From an optimization exercise on the open Yosys and OpenROAD flow, aimed at small area; shortcuts taken in it are not production practice. RTL that was checked went through simulation tests only; none was proved equivalent to the original. Only the layout flow was run in runs 1 and 2; the RTL was not checked for function there. No activity file was given, so power comes from the tool's default toggle rates.

[flow/flow/run.sh]
#!/bin/bash
# Standard synthesis, then the combinational logic re-mapped by ABC for area
# (flip-flops untouched), then the standard layout with the ports buffered by
# the smallest buffer cell and a clock tree without dummy loads.
set -euo pipefail
R=$(pwd)/orfs/results/${FLOW_PLATFORM}/i2s_mavg/base
LIB=${FLOW_HOME}/platforms/${FLOW_PLATFORM}/lib/sky130_fd_sc_hd__tt_025C_1v80.lib
bash standard.sh synth > synth.log 2>&1
cp $R/1_2_yosys.v $R/1_2_yosys_standard.v
sed -e "s#LIBFILE#$LIB#g" -e "s#NETIN#$R/1_2_yosys_standard.v#" -e "s#NETOUT#$R/1_2_yosys_area.v#" \
    -e "s#TOP#${FLOW_TOP}#" -e "s#ABCSCRIPT#$(pwd)/flow/area.abc#" flow/reabc.ys > reabc_run.ys
yosys -l reabc.log reabc_run.ys > /dev/null 2>&1
cp $R/1_2_yosys_area.v $R/1_2_yosys.v
export BUFFER_PORTS_ARGS="-buffer_cell sky130_fd_sc_hd__buf_1"
# the standard clock tree arguments, without the dummy balancing loads
export CTS_ARGS="-sink_clustering_enable -repair_clock_nets -buf_list sky130_fd_sc_hd__clkbuf_8 -dont_use_dummy_load"
bash standard.sh finish > finish.log 2>&1
[flow/flow/area.abc]
strash
&get -n
&deepsyn -T 10
&put
dch -f
amap
[flow/flow/reabc.ys]
# Re-map the combinational logic of the standard synthesis for area.
# The flip-flops are kept as they are (same cells, names and connections).
read_liberty -ignore_miss_func LIBFILE
read_verilog NETIN
hierarchy -top TOP
blackbox sky130_fd_sc_hd__*df* sky130_fd_sc_hd__*dl*
flatten
rename -hide w:*.*
opt -purge
techmap
opt -purge
abc -liberty LIBFILE -script ABCSCRIPT -dont_use *probe* -dont_use *lpflow* -dont_use *clkdly* -dont_use *dlygate* -dont_use *clkbuf* -dont_use *clkinv*
opt_clean -purge
hilomap -singleton -hicell sky130_fd_sc_hd__conb_1 HI -locell sky130_fd_sc_hd__conb_1 LO
setundef -zero
insbuf -buf sky130_fd_sc_hd__buf_1 A X
check
stat -liberty LIBFILE
write_verilog -noattr -nohex -nodec NETOUT
[flow/standard.sh]
#!/bin/bash
# synth_recipe.tcl (not shown) runs the flow's synth.tcl, then flattens the netlist and writes it again
# the make line also repeats each setting of config.mk as NAME=value (left out here)
make -C /OpenROAD-flow-scripts/flow DESIGN_CONFIG=/design/flow/config.mk WORK_HOME=/design/flow/orfs CLKGATE_MAP_FILE= SYNTH_SCRIPT=/design/flow/synth_recipe.tcl "${@:-finish}"
[flow/config.mk]
export PLATFORM = sky130hd
export DESIGN_NAME = i2s_mavg
export DESIGN_NICKNAME = i2s_mavg
export VERILOG_FILES = /design/flow/design.v
export SDC_FILE = /design/flow/constraint.sdc
export NUM_CORES = 4
export LEC_CHECK = 0
export CAP_MARGIN = 0
export CORE_MARGIN = 2
export CORE_UTILIZATION = 70
export CTS_BUF_LIST = sky130_fd_sc_hd__clkbuf_8
export SLEW_MARGIN = 0
[flow/constraint.sdc]
create_clock -name core_clock -period 20.0 [get_ports {clk}]
set_input_delay 4.0000 -clock core_clock [delete_from_list [all_inputs] [get_ports {clk}]]
set_output_delay 4.0000 -clock core_clock [all_outputs]
set_load 0.01 [all_outputs]
[flow/design.v]
module i2s_mavg (
	input         clk,         
	input         rst,         
	input         lrck,        
	input         adcdat,      
	input         dsp_en,      
	input  [15:0] sram_rdata,  
	output [17:0] sram_addr,   
	output [15:0] sram_wdata,  
	output        sram_we_n,   
	output        dacdat       
);
	reg        lrp;     
	reg  [3:0] cnt;     
	reg        done;    
	reg [15:0] sL, sR;  
	wire tog = lrp ^ lrck;
	always @(posedge clk) begin
		if (rst) begin
			lrp  <= 1'b0;
			cnt  <= 4'hF;
			done <= 1'b1;
		end else begin
			lrp <= lrck;
			if (tog) begin
				cnt  <= 4'hF;
				done <= 1'b0;
			end else if (cnt != 4'h0)
				cnt <= cnt - 4'h1;
			else
				done <= 1'b1;
		end
	end
	always @(posedge clk) begin
		if (rst) begin
			sL <= 16'h0;
			sR <= 16'h0;
		end else if (!done && !tog) begin
			if (lrck) sR[cnt] <= adcdat;
			else      sL[cnt] <= adcdat;
		end
	end
	localparam [2:0] C0 = 3'd0, C1 = 3'd1, C2 = 3'd2, C3 = 3'd3, C4 = 3'd4,
	                 C5 = 3'd5, P1 = 3'd6, P2 = 3'd7;
	reg [2:0] fc;
	reg       we_n;
	reg [6:0] addr;
	reg       d15;      
	always @(posedge clk) begin
		if (rst) begin
			fc   <= C0;
			we_n <= 1'b1;
			addr <= 7'd0;
			d15  <= 1'b0;
		end else begin
			case (fc)
				C0:      fc <= P1;
				P1:      fc <= tog ? P1 : P2;
				P2:      fc <= tog ? P1 : C3;
				C1:      fc <= tog ? C1 : C2;
				C2:      fc <= tog ? C1 : C3;
				C3:      fc <= tog ? C1 : C4;
				C4:      fc <= tog ? C1 : C5;
				default: fc <= tog ? C1 : C5;
			endcase
			if (!tog) begin
				if (fc == C1 || fc == P1) we_n <= 1'b1;
				if (fc == C2 || fc == P2) begin
					we_n <= 1'b0;
					d15  <= lrck ? sL[15] : sR[15];
				end
				if (fc == C3) we_n <= 1'b1;
				if (fc == C4) addr <= (addr == 7'd79) ? 7'd0 : addr + 7'd1;
			end
		end
	end
	wire showL = lrp ^ (fc == C1 || fc == C2);
	assign sram_wdata = {d15, showL ? sL[14:0] : sR[14:0]};
	reg z1, z2;
	always @(posedge clk) begin
		z1 <= z1 & ~rst;
		z2 <= z2 & ~rst;
	end
	wire wcyc = (fc == C3 && ((cnt == 4'd13 && !done) || (cnt == 4'd12 && done))
	                      && d15 == (lrp ? sL[15] : sR[15]))
	         || (fc == C1 && cnt == 4'hF && !done && d15 == (lrp ? sR[15] : sL[15]));
	assign sram_addr  = {{6{z1}}, {5{z2}}, addr};
	assign sram_we_n  = we_n | ~wcyc;
	reg [22:0] accA, accB;
	wire upr = (fc == C2 || fc == P2) && !tog;
	wire upd = (fc == C3);
	wire [15:0] xo = ({16{upd}} & sram_wdata) | ({16{upr}} & ~sram_rdata);
	wire [22:0] x  = {{7{xo[15]}}, xo};
	wire [22:0] sum;
	wire [23:0] sc;
	assign sc[0] = upr;
	genvar gi;
	generate
		for (gi = 0; gi < 23; gi = gi + 1) begin : g_acc
			assign sum[gi]  = accB[gi] ^ x[gi] ^ sc[gi];
			assign sc[gi+1] = (accB[gi] & x[gi]) | (sc[gi] & (accB[gi] ^ x[gi]));
		end
	endgenerate
	always @(posedge clk) begin
		if (rst) begin
			accA <= 23'd0;
			accB <= 23'd0;
		end else if (tog) begin
			accA <= sum;
			accB <= accA;
		end else
			accB <= sum;
	end
	wire go = (cnt == 4'hF) & ~done;
	reg  lor;           
	wire lor_n = go ? lrck : lor;
	reg  dpass, ddsp;   
	reg  [2:0] rr;
	wire sg = accA[22];
	wire [18:0] ah = accA[22:4];
	wire [18:0] y;
	wire [19:0] yc;
	assign yc[0] = sg & (accA[3:0] != 4'd0);
	assign y[0] = ah[0] ^ yc[0];
	assign yc[1] = ah[0] & yc[0];
	assign y[1] = ah[1] ^ yc[1];
	assign yc[2] = ah[1] & yc[1];
	assign y[2] = ah[2] ^ sg ^ yc[2];
	assign yc[3] = (ah[2] & sg) | (yc[2] & (ah[2] ^ sg));
	generate
		for (gi = 3; gi < 19; gi = gi + 1) begin : g_y
			assign y[gi] = ah[gi] ^ yc[gi];
			assign yc[gi+1] = ah[gi] & yc[gi];
		end
	endgenerate
	reg  [2:0] r0;
	always @(*) begin
		case (y[18:15])
			4'd0, 4'd5, 4'd11:        r0 = 3'd0;  
			4'd1, 4'd6, 4'd12:        r0 = 3'd1;
			4'd2, 4'd7, 4'd8, 4'd13:  r0 = 3'd2;
			4'd3, 4'd9, 4'd14:        r0 = 3'd3;
			default:                  r0 = 3'd4;  
		endcase
	end
	wire [3:0] cm1 = cnt - 4'd1;
	wire [2:0] rc  = (cnt == 4'hF) ? r0 : rr;
	wire [3:0] t   = {rc, y[cm1]};
	wire       qb  = (t >= 4'd5);
	wire [3:0] tr  = qb ? t - 4'd5 : t;
	always @(posedge clk) begin
		lor <= ~rst & lor_n;
		rr  <= tr[2:0];
	end
	always @(negedge clk or posedge rst) begin
		if (rst) begin
			dpass <= 1'b0;
			ddsp  <= 1'b0;
		end else begin
			if (cnt != 4'h0 || !done)
				dpass <= lor_n ? sR[cnt] : sL[cnt];
			ddsp <= (cnt != 4'h0) & qb;
		end
	end
	assign dacdat = dsp_en ? ddsp : dpass;
endmodule
==> impl_results.md, run 1 <==
* Status: no timing/DRC/antenna violations
* Hold_ws at 501 ps
* All-Layer GR Usage at 0.356
* Total CTS buffers at 9
* Placer congestion estimate at 0.978
* Setup crit start kind: flop
* Min-Delay Path Class: reg2reg
* Internal Power at around 0.33 mW
* Final worst slack at 4860 ps
* Clk sinks at between 100 and 150
* Max clock buf depth at 2
* Max-slew headroom at 0.318
* Routed len/inst at 16.5 um
* Die area at 7750 um^2
* Clock power frac at 0.197
* Synth Cell Area at 4940 um^2
* Initial Utilization at 0.723
* Sw frac at 0.381
* MaxCap Viol Count at 0
* Die Y at 88.0 um
* NumNets Final at approximately 750
* GRT overflow at 0
* CP Capture Type: output pin
* Post-Syn Instances at 673
* Vias per std cell at between 6 and 7
* Worst-Margin Slew at 1020 ps
* Chip width at 88.0 um
* DRC at 0
* Share of layout cells above drive strength 1 at 0.0178
* RSZ-0062 raised after global routing: no
* Drt first pass iters at 7
* Clock root cell: clkbuf_8
* Leakage power at 1.98 nW
* Switching power at 0.202 mW
* Largest net degree at the start of global routing at 49
* Post-DP HPWL at 9870 um
* Post-Route WL at 13600 um
* Vias at 5371
* CTS tree: yes
* PD cells at 98.6 nW/um^2
* IO buf count at 56
* Setup TNS at 0 ps
* Pre-CTS WS at 5050 ps
* Syn_nets at 694
* Final Power at about 0.53 mW
* Final hold viol count at 0
* Post-CTS Resized at 0
* CP arrival at 11140 ps
* Core Box Area at 6830 um^2
* Worst IR Drop VDD at just over 60 uV
* Hold-fix buffer count after cts at 0
* Skew final at 39.2 ps
* Global-route wire length before repair at 21800 um
* Reg2reg setup slack at 5490 ps
* IO Count at 57
* Register share of total power at 0.452
* Post-CTS Setup Bufs at 0
* Worst-Skew Late Latency at 370 ps
* YS warnings at 1
* CTS H-tree lvls at 3
* Req. time, crit path at 16000 ps
* Vias in the first global route at 4823
* Filler cells at 525
* Placed Area at 5260 um^2
* Antenna fix cells at 0
* CP max FO at 2
* Comb pwr share at 0.351
* Setup-failing EPs final at 0
* Clk slew on worst S/H paths at ~90 ps
* Crit path kind: reg2out
* Mean Syn Cell Area at 7.34 um^2
* Iter 0 DRT Violations at approximately 600
* FP Rows at 30
* Initial antenna violation count at 0
* Final Max Slew Viols at 0
* Post-DRT Antenna Nets at 0
* Final Cell Area at roughly 5400 um^2
* Synth-to-layout area growth at 8.89%
==> critical path, cell delays in order (launching register included) <==
cell and delay, ps:
dfrtn_1 380, inv_1 50, o21ai_0 200, buf_1 180
==> through the flow <==
step                 util  instances
floorplan               -        673
global placement    0.770        817
detailed placement  0.770        817
CTS                 0.788        826
global route        0.788        826
finish              0.788        826
==> power by group through the flow <==
stage,Sequential [mW],Clock (mW),Combinational (mW)
after floorplan,0.241,0,0.126
after global placement,0.243,0,0.172
after detailed placement,0.244,0,0.180
after CTS,0.240,0.105,0.181
after global routing,0.242,0.112,0.202
final,0.240,0.105,0.186
==> sequential cells by signal (all words and copies together) (netlist names), 3 cells and up <==
name	count
accA	23
sR	16
fc	3
addr	7
rr	3
accB	23
cnt	4
sL	16
==> metal layers <==
| layer | track usage | vias to the layer above | routed length [um] |
|---|---|---|---|
| li1 | - | 2540 | - |
| met1 | 0.442 | 2403 | 5490 |
| met2 | 0.585 | 359 | 6180 |
| met3 | 0.109 | 69 | 1500 |
| met4 | 0.132 | 0 | 457 |
| met5 | 0 | - | 0 |
==> cell usage in the layout, fill, tap and decap left out, types with 3 or more instances in the layout <==
cell      instances
o21ai_0         103
dfxtp_1         102
o21a_1           19
nand2_1          63
and3_1            3
nor4_1            4
o221ai_1          3
inv_1            86
buf_4             4
nand3_1          10
nor3_1           16
a21oi_1          27
nor2b_1           3
buf_1            56
o22ai_1          88
clkbuf_8          9
a22oi_1           3
a222oi_1          5
o221a_1           3
a221oi_1          3
nor2_1           91
==> final timing paths <==
kind	depth (start not counted)	end	from
hold / removal	2	sL[0]	sL[0]
min in group asynchronous	3	dpass	rst
setup reg to reg	22	ddsp	accA[22]
setup / recovery	3	dacdat	dpass
max in group asynchronous	3	ddsp	rst
hold reg to reg	2	sL[0]	sL[0]
==> final cells by class <==
cell class,count,area (um^2),share of cell area
clock buffers,9,124,0.0230
repair buffers,60,240,0.0446
multi-input cells,471,2480,0.461
well taps,96,120,0.0223
inverters,86,323,0.0600
flip-flops and latches,104,2090,0.389
==> run 2: changes to the inputs <==
--- a/flow/config.mk
+++ b/flow/config.mk
@@ -7,3 +7,3 @@
 export LEC_CHECK = 0
-export CAP_MARGIN = 0
+export CAP_MARGIN = 20
 export CORE_MARGIN = 2
@@ -11,2 +11,2 @@
 export CTS_BUF_LIST = sky130_fd_sc_hd__clkbuf_8
-export SLEW_MARGIN = 0
+export SLEW_MARGIN = 20
==> run 2 against run 1 <==
Effect of this change: largest power group unchanged; critical endpoint unchanged; cell count stayed put; clock skew stayed put; synthesized cell count stayed put; critical path type unchanged; via count unchanged; power unchanged; wire length unchanged; global-route usage unchanged; die area did not move; sequential cell count stayed put.
==> impl_results.md, run 2 <==
* Iter 0 DRT Violations at 602 (unchanged)
* Crit path depth at 3 (unchanged)
* Min-Delay Path Class: reg2reg
* CP max FO at 2 (unchanged)
* Req. time, crit path at 16000 ps (about the same)
* Setup-failing EPs final at 0 (unchanged)
* Max stage delay on crit path at 380 ps (about the same)
* PD cells at 98.6 nW/um^2 (unchanged)
* Routed len/inst at 16.5 um (unchanged)
* Post-Route Utilization at 0.788 (unchanged)
* Worst IR Drop VDD at 62.1 uV (unchanged)
* Clk sinks at 104 (unchanged)
* Crit-path slowest cell: dfrtn_1
* Status: no timing/DRC/antenna violations
* Vias per std cell at 6.50 (unchanged)
* Max clock buf depth at 2 (unchanged)
* NumNets Final at 753 (unchanged)
* YS warnings at 1 (unchanged)
* All-Layer GR Usage at 0.356 (unchanged)
* Initial antenna violation count at 0 (unchanged)
* Share of layout cells above drive strength 1 at 0.0178 (unchanged)
* Skew final at 39.2 ps (unchanged)
* Antenna fix cells at 0 (unchanged)
* Placed Area at 5260 um^2 (unchanged)
* Setup crit start kind: flop
* Vias in the first global route at 4823 (unchanged)
* Filler cells at 525 (unchanged)
* Die area at 7750 um^2 (unchanged)
* CTS tree: yes
* IO buf count at 56 (unchanged)
* MaxCap Viol Count at 0 (unchanged)
* Final Max Slew Viols at 0 (unchanged)
* Initial Utilization at 0.723 (unchanged)
* Worst hold path stage count at 2 (unchanged)
* Clk slew on worst S/H paths at 90 ps (about the same)
* Hold-fix buffer count after cts at 0 (unchanged)
* Pre-CTS WS at 5050 ps (unchanged)
* Final hold viol count at 0 (unchanged)
* RSZ-0062 raised after global routing: no
* WP buf/inv at 2 (unchanged)
* Clock root cell: clkbuf_8
* Drt first pass iters at 7 (unchanged)
* Post-DP HPWL at 9870 um (unchanged)
* Post-Syn Instances at 673 (unchanged)
* Crit path cell chain: inv_1, o21ai_0, buf_1
* Chip width at 88.0 um (unchanged)
* Post-CTS Setup Bufs at 0 (unchanged)
* Core Box Area at 6830 um^2 (unchanged)
* Worst-Margin Slew at 1020 ps (unchanged)
* Final Cell Area at 5380 um^2 (unchanged)
* CP arrival at 11140 ps (about the same)
* Leakage power at 1.98 nW (unchanged)
* Post-Route WL at 13600 um (unchanged)
* Crit path kind: reg2out
* Syn_nets at 694 (unchanged)
* Worst-Skew Late Latency at 370 ps (about the same)
* Post-DRT Antenna Nets at 0 (unchanged)
* FP Rows at 30 (unchanged)
* GRT overflow at 0 (unchanged)
* Synth Cell Area at 4940 um^2 (unchanged)
* Mean Syn Cell Area at 7.34 um^2 (unchanged)
* Final worst slack at 4860 ps (unchanged)
* Synth-to-layout area growth at 8.89% (unchanged)
* Setup TNS at 0 ps (unchanged)
* Commonest non-fill, non-tap cell in the layout: o21ai_0
* Die Y at 88.0 um (unchanged)
* CP Capture Type: output pin
* Global-route wire length before repair at 21800 um (unchanged)
* Vias at 5371 (unchanged)
* Most frequent cells in the layout: o21ai_0, dfxtp_1, nor2_1
* Worst reg2reg path depth at 22 (unchanged)
* Regs by FF count: accA x23, accB x23
* DRC at 0 (unchanged)
* Final Power at 0.531 mW (unchanged)
* Placer congestion estimate at 0.978 (unchanged)
* Post-CTS Resized at 0 (unchanged)
* Total CTS buffers at 9 (unchanged)
* Largest net degree at the start of global routing at 49 (unchanged)
* CTS H-tree lvls at 3 (unchanged)
* Kind of cell adding the most delay to the critical path: flip-flops
* Max-slew headroom at 0.318 (unchanged)
* IO Count at 57 (unchanged)
-- run 2: worst paths after layout --
check	start	end	slack (ps)
min in group asynchronous	rst	dpass	13720
max in group asynchronous	rst	ddsp	6050
hold reg to reg	sL[0]	sL[0]	500
setup / recovery	dpass	dacdat	4860
hold / removal	sL[0]	sL[0]	500
setup reg to reg	accA[22]	ddsp	5490
-- run 2: power breakdown --
group / leakage, nW / internal, mW / switching [mW]
combinational: 1.06 / 0.0611 / 0.125
clock: 0.0647 / 0.0406 / 0.0640
sequential: 0.854 / 0.227 / 0.0129
total: 1.98 / 0.329 / 0.202
-- run 2: cell type report --
type | instances | area [um^2] | area share
timing repair buffer | 60 | 240 | 0.0446
clock buffer | 9 | 124 | 0.0230
tap | 96 | 120 | 0.0223
multi-input combinational | 471 | 2480 | 0.461
inverter | 86 | 323 | 0.0600
sequential | 104 | 2090 | 0.389
-- run 2: tightest hold or removal path, cell delays in order, from the launching register on --
cell and delay [ps]:
dfxtp_1 330, o21ai_0 60, o21ai_0 70
-- run 2: metrics by stage --
step | hold slack [ps] | std cells
after floorplan | 464 | 673
after global placement | 481 | 817
after detailed placement | 487 | 817
after CTS | 500 | 826
after global routing | 523 | 826
final | 501 | 826
-- run 2: per-layer routing --
layer,share of wire,vias to the layer above,track usage
li1,-,2540,-
met1,0.40,2403,0.442
met2,0.45,359,0.585
met3,0.11,69,0.109
met4,0.034,0,0.132
met5,0,-,0
==> run 3: changes to the inputs <==
--- a/flow/design.v
+++ b/flow/design.v
@@ -113,5 +113,2 @@
 	end
-	wire go = (cnt == 4'hF) & ~done;
-	reg  lor;           
-	wire lor_n = go ? lrck : lor;
 	reg  dpass, ddsp;   
@@ -151,3 +148,2 @@
 	always @(posedge clk) begin
-		lor <= ~rst & lor_n;
 		rr  <= tr[2:0];
@@ -160,3 +156,3 @@
 			if (cnt != 4'h0 || !done)
-				dpass <= lor_n ? sR[cnt] : sL[cnt];
+				dpass <= lrp ? sR[cnt] : sL[cnt];
 			ddsp <= (cnt != 4'h0) & qb;
--- a/flow/config.mk
+++ b/flow/config.mk
@@ -11,2 +11,3 @@
 export CTS_BUF_LIST = sky130_fd_sc_hd__clkbuf_8
+export GPL_TIMING_DRIVEN = 0
 export SLEW_MARGIN = 20
==> run 3 against run 2 <==
Effect of this change: die area down 1.1%; largest power group is now combinational logic; area after synthesis is 1.2% lower; setup slack improved by 10 ps; hold slack is essentially flat; combinational power grew 38%; clock skew rose by 6.9 ps; critical path type unchanged; clock power hardly changed; highest routed layer unchanged; sequential cell count shrank 1.
==> impl_results.md, run 3 <==
* MaxCap Viol Count at 0 (unchanged)
* Post-Route WL at 13300 um (-2.3%)
* Clock power frac at 0.168 (-0.029)
* Iter 0 DRT Violations at 445 (-26%)
* Vias at 5248 (-2.3%)
* Hold Crit Start: accA[0]
* IO buf count at 56 (unchanged)
* FF/Latch Area at 2070 um^2 (-0.96%)
* Worst-Skew Late Latency at 380 ps (about the same)
* PD cells at 115 nW/um^2 (+17%)
* Chip width at 87.5 um (-0.56%)
* Placed Cells at 810 (-0.86%)
* CTS H-tree lvls at 3 (unchanged)
* Post-Syn Instances at 674 (+0.15%)
* Max clock buf depth at 2 (unchanged)
* Switching power at 0.252 mW (+25%)
* Final hold viol count at 0 (unchanged)
* CP arrival at 11130 ps (about the same)
* Syn_nets at 695 (+0.14%)
* Mean Syn Cell Area at 7.25 um^2 (-1.3%)
* Post-Route Utilization at 0.788 (about the same)
* Final Power at 0.614 mW (+16%)
* Largest net degree at the start of global routing at 48 (-2.0%)
* Share of layout cells above drive strength 1 at 0.0176 (-0.000217)
* GRT overflow at 0 (unchanged)
* Initial Utilization at 0.723 (about the same)
* Comb pwr share at 0.418 (+0.067)
* Crit path kind: reg2out
* Skew final at 46.1 ps (+6.92 ps)
* Core Box Area at 6760 um^2 (-1.1%)
* All-Layer GR Usage at 0.350 (-0.00593)
* NumNets Final at 762 (+1.2%)
* Clk slew on worst S/H paths at 110 ps (+20 ps)
* Leakage power at 1.97 nW (-0.31%)
* Sw frac at 0.410 (+0.0298)
* Post-CTS Resized at 0 (unchanged)
* Filler cells at 532 (+1.3%)
* Most frequent cells in the layout: nor2_1, o21ai_0, dfxtp_1
* Req. time, crit path at 16000 ps (about the same)
* Clock root cell: clkbuf_8
* Pre-CTS WS at 5230 ps (+180 ps)
* Drt first pass iters at 5 (-2)
* Total CTS buffers at 9 (unchanged)
* Post-DRT Antenna Nets at 0 (unchanged)
* Hold-fix buffer count after cts at 0 (unchanged)
* Post-CTS Setup Bufs at 0 (unchanged)
* Die Y at 87.5 um (-0.56%)
* Worst-Margin Slew at 852 ps (-167 ps)
* Min-Delay Path Class: reg2reg
* Global-route wire length before repair at 21200 um (-2.7%)
* RSZ-0062 raised after global routing: no
* Initial antenna violation count at 0 (unchanged)
* Reg2reg start: accA[22]
* Internal Power at 0.362 mW (+10%)
* Vias in the first global route at 4654 (-3.5%)
* DRC at 0 (unchanged)
* YS warnings at 1 (unchanged)
* Final std cells w/o fill at 819 (-0.85%)
* Final Max Slew Viols at 0 (unchanged)
* Reg2reg setup slack at 5440 ps (-50 ps)
* Vias per std cell at 6.41 (-1.5%)
* Status: no timing/DRC/antenna violations
* Synth-to-layout area growth at 8.99% (about the same)
* IO Count at 57 (unchanged)
* Max-slew headroom at 0.424 (+0.106)
* Setup TNS at 0 ps (unchanged)
* Commonest non-fill, non-tap cell in the layout: nor2_1
* Regs by FF count: accA x23, accB x23
* Multi-input gate area at 2460 um^2 (-1.1%)
* CP startpoint: dpass
* Post-DP HPWL at 9590 um (-2.8%)
* CP max FO at 2 (unchanged)
* Routed len/inst at 16.2 um (-1.5%)
* Placer congestion estimate at 0.938 (-4.1%)
* Worst IR Drop VDD at 77.0 uV (+24%)
* Final worst slack at 4870 ps (+10.2 ps)
* Synth Cell Area at 4880 um^2 (-1.2%)
* Antenna fix cells at 0 (unchanged)
* CTS tree: yes
* Setup-failing EPs final at 0 (unchanged)
* Die area at 7660 um^2 (-1.1%)
* Register share of total power at 0.414 (-0.038)
* Clk sinks at 103 (-0.96%)
* CP Capture Type: output pin
* Setup crit start kind: flop
* FP Rows at 30 (unchanged)
-- run 3: cell count changes in the layout (fill, tap and decap cells not counted), sizes merged, moves of 3 or more --
cell    delta
a211oi     +4
a21oi      +9
a222oi     -5
a31oi      +5
buf        +8
nand2     -18
nor2      +16
nor4       -3
o21a       -5
o221a      -3
o22ai      +7
-- run 3: stage by stage --
stage	cell area, um^2	hold slack, ps
floorplan	4880	462
global placement	5190	475
detailed placement	5200	478
CTS	5320	500
global route	5320	527
finish	5320	501
-- run 3: layout make-up --
class                           count  share of cell area
Timing Repair Buffer               56              0.0397
Multi-Input combinational cell    475               0.461
Tap cell                           80              0.0188
Sequential cell                   103               0.389
Buffer                             12             0.00846
Clock buffer                        9              0.0233
Inverter                           84              0.0592
-- run 3: power groups by stage --
| stage | Sequential (mW) | Combinational, mW | Clock [mW] |
|---|---|---|---|
| global placement | 0.257 | 0.240 | 0 |
| global route | 0.257 | 0.285 | 0.110 |
| floorplan | 0.253 | 0.184 | 0 |
| detailed placement | 0.258 | 0.250 | 0 |
| finish | 0.254 | 0.257 | 0.103 |
| CTS | 0.253 | 0.251 | 0.102 |
-- run 3: per-layer routing --
layer  track usage  up-vias  wire (um)
met3        0.0716       41       1080
met1         0.442     2392       5450
met5             0        -          0
met2         0.580      275       6380
met4         0.154        0        396
li1              -     2540          -
-- run 3: path summary, 6_finish.rpt --
kind / end / cells past startpoint
max: dacdat / 3
min in group asynchronous: ddsp / 2
max reg2reg: ddsp / 25
min: accA[0] / 2
min reg2reg: accA[0] / 2
max in group asynchronous: dpass / 2
-- run 3: critical path: stages, from the launching register on --
cell and delay (ps):
dfrtn_1 440, inv_1 50, o21ai_0 140, buf_1 160
==> run 4: changes to the inputs <==
==> flow/flow/run.sh (replaced) <==
#!/bin/bash
# Standard synthesis; then its combinational logic is re-mapped by ABC for
# area (flip-flops untouched), trying several ABC scripts and keeping the
# smallest netlist; then the standard layout, with the ports buffered by the
# smallest buffer cell and a clock tree without dummy loads.
set -euo pipefail
W=$(pwd)
R=$W/orfs/results/${FLOW_PLATFORM}/i2s_mavg/base
LIB=${FLOW_HOME}/platforms/${FLOW_PLATFORM}/lib/sky130_fd_sc_hd__tt_025C_1v80.lib
bash standard.sh synth > synth.log 2>&1
cp $R/1_2_yosys.v $R/1_2_yosys_standard.v
mkdir -p $W/reabc
run_one() {
  local name=$1 pre=$2 seed=$3
  printf 'strash\n%s\n&get -n\n&deepsyn -T 10 -S %s\n&put\ndch -f\namap\n' "$pre" "$seed" > $W/reabc/$name.abc
  sed -e "s#LIBFILE#$LIB#g" -e "s#NETIN#$R/1_2_yosys_standard.v#" -e "s#NETOUT#$W/reabc/$name.v#" \
      -e "s#TOP#${FLOW_TOP}#" -e "s#ABCSCRIPT#$W/reabc/$name.abc#" $W/flow/reabc.ys > $W/reabc/$name.ys
  yosys -l $W/reabc/$name.log $W/reabc/$name.ys > /dev/null 2>&1 || true
}
n=0
for pre in "" "dc2"; do
  for seed in 0 3 7 11; do
    run_one "t${n}" "$pre" "$seed" &
    n=$((n+1))
    if (( n % ${NUM_CORES:-4} == 0 )); then wait; fi
  done
done
wait
best=""; barea=""
for l in $W/reabc/t*.log; do
  a=$(grep "Chip area" $l | awk '{print $NF}' || true)
  v=${l%.log}.v
  [[ -n "$a" && -s "$v" ]] || continue
  if [[ -z "$barea" ]] || awk "BEGIN{exit !($a < $barea)}"; then best=$v; barea=$a; fi
done
echo "best: $best $barea" > reabc.log
cat $W/reabc/t*.log >> reabc.log
cp $best $R/1_2_yosys.v
export BUFFER_PORTS_ARGS="-buffer_cell sky130_fd_sc_hd__buf_1"
export CTS_ARGS="-sink_clustering_enable -repair_clock_nets -buf_list sky130_fd_sc_hd__clkbuf_8 -dont_use_dummy_load"
bash standard.sh finish > finish.log 2>&1
--- a/flow/config.mk
+++ b/flow/config.mk
@@ -9,3 +9,3 @@
 export CORE_MARGIN = 2
-export CORE_UTILIZATION = 70
+export CORE_UTILIZATION = 80
 export CTS_BUF_LIST = sky130_fd_sc_hd__clkbuf_8
removed: flow/flow/area.abc
==> run 4 against run 3 <==
Effect of this change: the run now fails in global placement; area after synthesis did not move; synthesized cell count did not move.
==> impl_results.md, run 4 <==
* Die Y at 82.1 um (-6.2%)
* Failing step: global placement
* Syn_nets at 695 (unchanged)
* Status: stopped before the end
* Initial Utilization at 0.825 (+0.102)
* FP Rows at 28 (-6.7%)
* IO Count at 57 (unchanged)
* Mean Syn Cell Area at 7.25 um^2 (unchanged)
* Post-Syn Instances at 674 (unchanged)
* Chip width at 82.1 um (-6.2%)
* IO buf count at 56 (unchanged)
* Error: [ERROR GPL-0301] Utilization 100.827 % exceeds 100%.
* Synth Cell Area at 4880 um^2 (unchanged)
* YS warnings at 1 (unchanged)
==> run 5: changes to the inputs <==
--- a/flow/design.v
+++ b/flow/design.v
@@ -78,3 +78,3 @@
 	assign sram_wdata = {d15, showL ? sL[14:0] : sR[14:0]};
-	reg z1, z2;
+	reg z1, z2, z3;
 	always @(posedge clk) begin
@@ -82,2 +82,3 @@
 		z2 <= z2 & ~rst;
+		z3 <= z3 & ~rst;
 	end
@@ -87,3 +88,3 @@
 	assign sram_addr  = {{6{z1}}, {5{z2}}, addr};
-	assign sram_we_n  = we_n | ~wcyc;
+	assign sram_we_n  = we_n | ~wcyc | z3;
 	reg [22:0] accA, accB;
--- a/flow/config.mk
+++ b/flow/config.mk
@@ -9,3 +9,3 @@
 export CORE_MARGIN = 2
-export CORE_UTILIZATION = 80
+export CORE_UTILIZATION = 70
 export CTS_BUF_LIST = sky130_fd_sc_hd__clkbuf_8
==> run 5 against run 4 <==
Effect of this change: the run now finishes clean; area after synthesis hardly changed; synthesized cell count is 0.59% lower.
==> impl_results.md, run 5 <==
* Crit path kind: reg2out
* CTS tree: yes
* Total CTS buffers at 9
* CP arrival at 11200 ps
* Chip width at 87.6 um (+6.6%)
* Iter 0 DRT Violations at between 600 and 700
* Antenna fix cells at 0
* IO Count at 57 (unchanged)
* Crit path cell chain: inv_1, o21ai_0, buf_1
* Post-DP HPWL at 9490 um
* Commonest non-fill, non-tap cell in the layout: dfxtp_1
* Min-Delay Path Class: reg2reg
* Reg2reg setup slack at 5470 ps
* Clk slew on worst S/H paths at approximately 90 ps
* Vias at 5251
* Clock root cell: clkbuf_8
* CP max FO at 2
* Placed Area at 5220 um^2
* Filler cells at 530
* Hold-fix buffer count after cts at 0
* RSZ-0062 raised after global routing: no
* Crit-path slowest cell: dfrtn_1
* Max-slew headroom at 0.207
* Initial Utilization at 0.720 (-0.106)
* Setup crit start kind: flop
* YS warnings at 1 (unchanged)
* Post-DRT Antenna Nets at 0
* MaxCap Viol Count at 0
* Vias per std cell at around 6.3
* Post-Route WL at 13500 um
* CP Capture Type: output pin
* DRC at 0
* CTS H-tree lvls at 3
* Largest net degree at the start of global routing at 47
* Global-route wire length before repair at ~22000 um
* FP Rows at 30 (+7.1%)
* Final Max Slew Viols at 0
* PD cells at 101 nW/um^2
* Skew final at 30.9 ps
* Setup-failing EPs final at 0
* Final hold viol count at 0
* Status: no timing/DRC/antenna violations
* Synth Cell Area at 4890 um^2 (about the same)
* Most frequent cells in the layout: dfxtp_1, nor2_1, o21ai_0
* Die Y at 87.6 um (+6.6%)
* Core Box Area at between 6000 and 7000 um^2
* Post-CTS Resized at 0
* Max stage delay on crit path at 390 ps
* Routed len/inst at 16.3 um
* Kind of cell adding the most delay to the critical path: flip-flops
* Multi-input gate area at 2450 um^2
* Share of layout cells above drive strength 1 at 0.0190
* Drt first pass iters at 6
* Vias in the first global route at 4713
* Post-Syn Instances at 670 (-0.59%)
* Setup TNS at 0 ps
* Worst-Margin Slew at 1190 ps
* FF/Latch Area at 2090 um^2
* GRT overflow at 0
* Die area at 7670 um^2
* NumNets Final at 758
* Post-CTS Setup Bufs at 0
* Placer congestion estimate at between 0.9 and 1
* Max clock buf depth at 2
* Worst IR Drop VDD at just over 70 uV
* Clk sinks at 104
* Syn_nets at 691 (-0.58%)
* Worst-Skew Late Latency at between 300 and 400 ps
* Initial antenna violation count at 0
* Hold_ws at approximately 470 ps
* Req. time, crit path at 16000 ps
* Synth-to-layout area growth at 9.44%
* IO buf count at 56 (unchanged)
* Leakage power at 2.04 nW
* All-Layer GR Usage at 0.361
* WP buf/inv at 2
* Final Power at 0.539 mW
* Regs by FF count: accA x23, accB x23
* Mean Syn Cell Area at 7.30 um^2 (+0.67%)
* Final Cell Area at around 5400 um^2
run 5: area by class of cell:
type | instances | area share
timing repair buffer | 56 | 0.0395
buffer | 12 | 0.00842
multi-input combinational | 473 | 0.459
inverter | 81 | 0.0568
sequential | 104 | 0.391
tap | 96 | 0.0225
clock buffer | 9 | 0.0232
run 5: per-layer routing:
metal  part of all wire  routed length [um]  GRT usage
met3               0.10                1410     0.0952
met4              0.029                 389      0.137
met2               0.45                6080      0.567
met1               0.42                5660      0.480
met5                  0                   0          0
run 5: path summary, 6_finish.rpt:
kind / from / end / cells after the start
min reg2reg: z3 / z3 / 1
min in group asynchronous: rst / dpass / 2
max reg2reg: accA[22] / ddsp / 19
min: z3 / z3 / 1
max in group asynchronous: rst / ddsp / 2
max: dpass / dacdat / 3
run 5: worst register-to-register path, cell delays in order, from the launching register on:
cell	delay (ps)
dfxtp_1	390
o41ai_1	110
or2_0	250
nor2_1	160
nor2_1	90
nor3_1	230
nand2_1	150
nor3_1	580
nand4_1	260
nor2_1	260
inv_1	110
nor4_1	510
inv_1	160
nand3_1	130
a31oi_1	110
a41o_1	250
nor2b_1	200
nor2_1	100
nor2b_1	250
nor2_1	70
run 5: metrics by stage:
| stage | cells | utilization | worst slack [ps] |
|---|---|---|---|
| floorplan | 670 | - | 5310 |
| global placement | 822 | 0.768 | 5160 |
| detailed placement | 822 | 0.769 | 5190 |
| CTS | 831 | 0.787 | 4830 |
| global route | 831 | 0.787 | 4750 |
| finish | 831 | 0.787 | 4800 |
run 5: where the power goes:
group	leakage, nW	internal [mW]	switching [mW]
registers	0.853	0.227	0.0119
clock network	0.0647	0.0406	0.0654
logic	1.12	0.0612	0.134
==> run 6: changes to the inputs <==
--- a/flow/flow/run.sh
+++ b/flow/flow/run.sh
@@ -20,3 +20,3 @@
 n=0
-for pre in "" "dc2"; do
+for pre in "" "dc2" "dch" "resub -K 8"; do
   for seed in 0 3 7 11; do
@@ -39,2 +39,3 @@
 export BUFFER_PORTS_ARGS="-buffer_cell sky130_fd_sc_hd__buf_1"
+export PRE_GLOBAL_PLACE_TCL=$W/flow/pre_gpl.tcl
 export CTS_ARGS="-sink_clustering_enable -repair_clock_nets -buf_list sky130_fd_sc_hd__clkbuf_8 -dont_use_dummy_load"
==> flow/flow/pre_gpl.tcl (new file) <==
# Remove the buffers synthesis left (they only split nets that drive several
# output ports) before the ports get their own buffers.
remove_buffers
==> run 6 against run 5 <==
Effect of this change: power down 0.64%; still clean; sequential share of layout area up 0.35 points; clock power about the same; setup slack worse by 45 ps; critical path type unchanged; non-clock buffer count down 12; first-iteration DRC count down 13%; final area down 0.89%; global-route usage down 1.7 points; combinational power about the same.
==> impl_results.md, run 6 <==
* Setup-failing EPs final at 0 (unchanged)
* Most frequent cells in the layout: dfxtp_1, nor2_1, o21ai_0
* Synth Cell Area at 4890 um^2 (unchanged)
* Antenna fix cells at 0 (unchanged)
* Vias in the first global route at 4440 (-5.8%)
* Post-CTS Resized at 0 (unchanged)
* Max-slew headroom at 0.184 (-0.0225)
* All-Layer GR Usage at 0.344 (-0.0167)
* Die Y at 87.6 um (unchanged)
* Status: no timing/DRC/antenna violations
* Worst IR Drop VDD at 82.4 uV (+14%)
* Max clock buf depth at 2 (unchanged)
* Vias per std cell at 6.29 (-0.47%)
* Post-Syn Instances at 670 (unchanged)
* Final hold viol count at 0 (unchanged)
* IO buf count at 56 (unchanged)
* Reg2reg start: accA[22]
* Commonest non-fill, non-tap cell in the layout: dfxtp_1
* Final Max Slew Viols at 0 (unchanged)
* Initial antenna violation count at 0 (unchanged)
* Global-route wire length before repair at 20800 um (-4.3%)
* Busiest layer in global routing: met2
* Regs by FF count: accA x23, accB x23
* CP max FO at 2 (unchanged)
* Worst hold path stage count at 2 (+1)
* Min-Delay Path Class: reg2reg
* DRC at 0 (unchanged)
* FP Rows at 30 (unchanged)
* CP startpoint: dpass
* Clk sinks at 104 (unchanged)
* GRT overflow at 0 (unchanged)
* MaxCap Viol Count at 0 (unchanged)
* Leakage power at 2.03 nW (-0.68%)
* Skew final at 23.6 ps (-7.29 ps)
* Drt first pass iters at 8 (+2)
* Max stage delay on crit path at 400 ps (about the same)
* Met1 Track Usage GR at 0.477 (-0.00260)
* Req. time, crit path at 16000 ps (about the same)
* Share of layout cells above drive strength 1 at 0.0180 (-0.00107)
* Chip width at 87.6 um (unchanged)
* Hold Crit Start: addr[6]
* Post-Route Utilization at 0.780 (-0.00700)
* Iter 0 DRT Violations at 581 (-13%)
* Met3 global-route usage at 0.0377 (-0.0575)
* Crit-path slowest cell: dfrtn_1
* CP arrival at 11250 ps (+50 ps)
* Routed len/inst at 16.1 um (-1.1%)
* IO Count at 57 (unchanged)
* Setup TNS at 0 ps (unchanged)
* Post-DRT Antenna Nets at 0 (unchanged)
* Post-CTS Setup Bufs at 0 (unchanged)
* Vias at 5151 (-1.9%)
* Worst-Skew Late Latency at 360 ps (about the same)
* Syn_nets at 691 (unchanged)
* Post-Route WL at 13200 um (-2.5%)
* PD cells at 101 nW/um^2 (+0.25%)
* Largest net degree at the start of global routing at 47 (unchanged)
* RSZ-0062 raised after global routing: no
* CTS H-tree lvls at 3 (unchanged)
* Met2 Usage GRT at 0.552 (-0.0158)
* Initial Utilization at 0.720 (unchanged)
* Placer congestion estimate at 0.929 (+1.9%)
* Worst-Margin Slew at 1220 ps (+33.6 ps)
* Setup crit start kind: flop
* Kind of cell adding the most delay to the critical path: flip-flops
* Clk slew on worst S/H paths at 90 ps (about the same)
* Die area at 7670 um^2 (unchanged)
* NumNets Final at 746 (-1.6%)
* Crit path kind: reg2out
* Mean Syn Cell Area at 7.30 um^2 (unchanged)
* Total CTS buffers at 9 (unchanged)
* Clock root cell: clkbuf_8
* YS warnings at 1 (unchanged)
* Synth-to-layout area growth at 8.47%
* Hold-fix buffer count after cts at 0 (unchanged)
* WP buf/inv at 2 (unchanged)
* Crit path depth at 3 (unchanged)
* Post-DP HPWL at 9460 um (-0.33%)
* CP Capture Type: output pin
* Crit path cell chain: inv_1, o21ai_0, buf_1
* CTS tree: yes
* Core Box Area at 6790 um^2 (unchanged)
* Worst reg2reg path depth at 19 (unchanged)
-- run 6: through the flow --
step | area (um^2) | total power [mW] | worst slack [ps] | hold slack (ps) | cells
6_report | 5300 | 0.536 | 4750 | 472 | 819
2_1_floorplan | 4890 | 0.372 | 5310 | 439 | 670
3_5_place_dp | 5180 | 0.430 | 5150 | 459 | 810
5_1_grt | 5300 | 0.564 | 4730 | 494 | 819
3_3_place_gp | 5170 | 0.424 | 5160 | 446 | 810
4_1_cts | 5300 | 0.531 | 4790 | 471 | 819
-- run 6: power breakdown --
| group | internal [mW] | total [mW] | switching (mW) |
|---|---|---|---|
| registers | 0.227 | 0.239 | 0.0122 |
| clock network | 0.0406 | 0.103 | 0.0627 |
| logic | 0.0611 | 0.194 | 0.133 |
-- run 6: path summary, 6_finish.rpt --
kind,end,slack (ps)
setup / recovery,dacdat,4750
hold reg to reg,addr[6],470
max in group asynchronous,ddsp,6010
min in group asynchronous,dpass,13750
setup reg to reg,ddsp,5690
hold / removal,addr[6],470
-- run 6: area by class of cell --
| class | instances | area (um^2) |
|---|---|---|
| fill | 513 | 1490 |
| timing repair buffer | 56 | 211 |
| clock buffer | 9 | 124 |
| inverter | 81 | 304 |
| tap | 96 | 120 |
| multi-input combinational | 473 | 2450 |
| sequential | 104 | 2090 |
-- run 6: per-layer routing --
metal  part of all wire  wire length (um)
met5                  0                 0
met4              0.027               362
met3              0.086              1140
met2               0.45              5990
met1               0.43              5700
-- run 6: tightest hold or removal path, delay by kind of cell, from the launching register on --
| kind | cells | cell delay, ps |
|---|---|---|
| AO/OA/AOI/OAI | 1 | 50 |
| buffers and inverters | 1 | 50 |
| flip-flops | 1 | 330 |
